What follows belongs to an exercise in optimizing a design on an open flow for small area and a short achievable clock period; a production flow would make more cautious choices.
Function was checked by simulation only, so behaviour that the tests miss may differ from the original.
Power and IR drop assume default switching activity.

## v17
## running_average
module running_average #(
  parameter N = 4,
  parameter DATAWIDTH = 32
)(
  input   wire        clk,
  input   wire        reset,
  input   wire [DATAWIDTH -1 : 0] data_i,
  output  wire [DATAWIDTH -1 : 0] average_o
);
For scale: about 96 flip-flops, about 0.0057 mm² of cells after synthesis.
export LEC_CHECK = 0
export CAP_MARGIN = 20
export CORE_MARGIN = 2
export CORE_UTILIZATION = 40
export SETUP_SLACK_MARGIN = 2.5
export SLEW_MARGIN = 20
export SYNTH_HIERARCHICAL = 1
create_clock -name core_clock -period 7.0 [get_ports {clk}]
standard.sh (not shown) runs the stock make flow with config.mk's settings and CLKGATE_MAP_FILE= SYNTH_SCRIPT=/design/flow/synth_recipe.tcl, a recipe that flattens the netlist after the stock synthesis.
==> flow/flow/run.sh <==
#!/bin/bash
set -euo pipefail
here=$(pwd)
DU_DEFAULT=$(cat flow/default_dont_use.txt)
DU_BIG=$(cat flow/big_cells.txt)
bash standard.sh DONT_USE_CELLS="$DU_DEFAULT $DU_BIG" synth > "$here/synth.log" 2>&1
args=()
if [[ -f flow/pnr_args.txt ]]; then
  while IFS= read -r line; do
    [[ -n "$line" && "$line" != \#* ]] && args+=("$line")
  done < flow/pnr_args.txt
fi
bash standard.sh "${args[@]}" finish > "$here/pnr.log" 2>&1
==> flow/flow/pnr_args.txt <==
Other scripts of this flow, unchanged in this note and not shown: flow/flow/big_cells.txt, flow/flow/default_dont_use.txt
Here is what was changed in the inputs of v37 compared with v17.
- an added CTS_BUF_LIST of sky130_fd_sc_hd__clkbuf_4 sky130_fd_sc_hd__clkbuf_8
==> flow/flow/pnr_args.txt <==
BUFFER_PORTS_ARGS=-buffer_cell sky130_fd_sc_hd__buf_2
Results
v17 was larger in final cell area than v37. Number of placement rows essentially unchanged between v37 and v17. Fmax: v37 above v17. Max routing usage on met2 across v17 and v37: v17.

Starting RTL as in the previous note.
export LEC_CHECK = 0
export CAP_MARGIN = 20
export CORE_MARGIN = 2
export CORE_UTILIZATION = 40
export CTS_BUF_LIST = sky130_fd_sc_hd__clkbuf_4 sky130_fd_sc_hd__clkbuf_8
export SETUP_SLACK_MARGIN = 2.9
export SLEW_MARGIN = 20
export SYNTH_HIERARCHICAL = 1
create_clock -name core_clock -period 7.0 [get_ports {clk}]
==> flow/flow/pnr_args.txt <==
BUFFER_PORTS_ARGS=-buffer_cell sky130_fd_sc_hd__buf_2
Scripts as last shown in full above: flow/flow/run.sh
Other scripts of this flow, unchanged in this note and not shown: flow/flow/big_cells.txt, flow/flow/default_dont_use.txt
The first run passed the timing, design-rule and antenna checks.
Next try:
==> flow/flow/pnr_args.txt (replaced) <==
- CTS_BUF_LIST: sky130_fd_sc_hd__clkbuf_4 sky130_fd_sc_hd__clkbuf_8 -> not set
- SETUP_SLACK_MARGIN: 2.9 -> 2.0
Routed wire length went down by 4.7%.
Area after synthesis stays the same.
Critical path depth drops by 2.
Cell area is lower by 4.6%.
Next try:
==> flow/flow/pnr_args.txt (replaced) <==
BUFFER_PORTS_ARGS=-buffer_cell sky130_fd_sc_hd__buf_1
- CAP_MARGIN: 20 -> 0
- CORE_UTILIZATION: 40 -> 60
- CTS_BUF_LIST: not set -> sky130_fd_sc_hd__clkbuf_4 sky130_fd_sc_hd__clkbuf_8
- SETUP_SLACK_MARGIN: 2.0 -> 2.5
- SLEW_MARGIN: 20 -> 0
Effect:
- The new run passed the timing, design-rule and antenna checks
- area after synthesis stays the same
- sequential power hardly moves
- register-to-register slack is better by 0.24 ns
- hold slack hardly moves
- first-iteration DRC count grows by roughly a tenth
- combinational power shrinks by roughly a tenth
- wire length shrinks by a few percent
- via count grows slightly
- count of clock-buffer cells in the layout shrinks by 1
- power shrinks by roughly a tenth
- cell count shrinks by a few percent
Next try:
==> flow/flow/pnr_args.txt (replaced) <==
BUFFER_PORTS_ARGS=-buffer_cell sky130_fd_sc_hd__buf_2
- CAP_MARGIN: 0 -> 20
- SLEW_MARGIN: 0 -> 20
After rerunning: The changed run completed with no timing, DRC or antenna violations. Count of clock-buffer cells in the layout grows by 1. Via count goes down slightly. Design area rises slightly. Register-to-register slack loses 0.07 ns. Combinational power hardly moves. Wire length goes down by a few percent.

-- what the ideal ports hide --
The results above use ideal ports. As a check the final layouts listed here were re-extracted and re-timed, cells and wires unchanged. Step 1 assumes that a clkbuf_16 drives the clock port and a buf_2 every other input. Step 2 moves the port delays by t, midway between the first and last clock arrival at a register: inputs arrive t later, outputs are due t later. That takes back most of the time a late clock gives input paths. Three values: no drivers, after step 1, after step 2; two values: the first two.
run | t, ns | setup slack, ns | worst slew at a driven data input, ns
v17 | 0.379 | 2.544 / 2.527 / 2.517 | 0.04
v37 | 0.408 | 2.600 / 2.577 / 2.438 | 0.04
the first run of note 2 | 0.411 | 2.671 / 2.627 / 2.627 | 0.07
the second run of note 2 | 0.385 | 2.048 / 2.023 / 2.023 | 0.05
the third run of note 2 | 0.389 | 2.596 / 2.574 / 2.533 | 0.05
the fourth run of note 2 | 0.385 | 2.590 / 2.571 / 2.510 | 0.05
After both steps every run listed still meets setup and hold. The setup slack of v37, which loses most, moves by -0.023 ns with the drivers and by -0.162 ns with both steps.
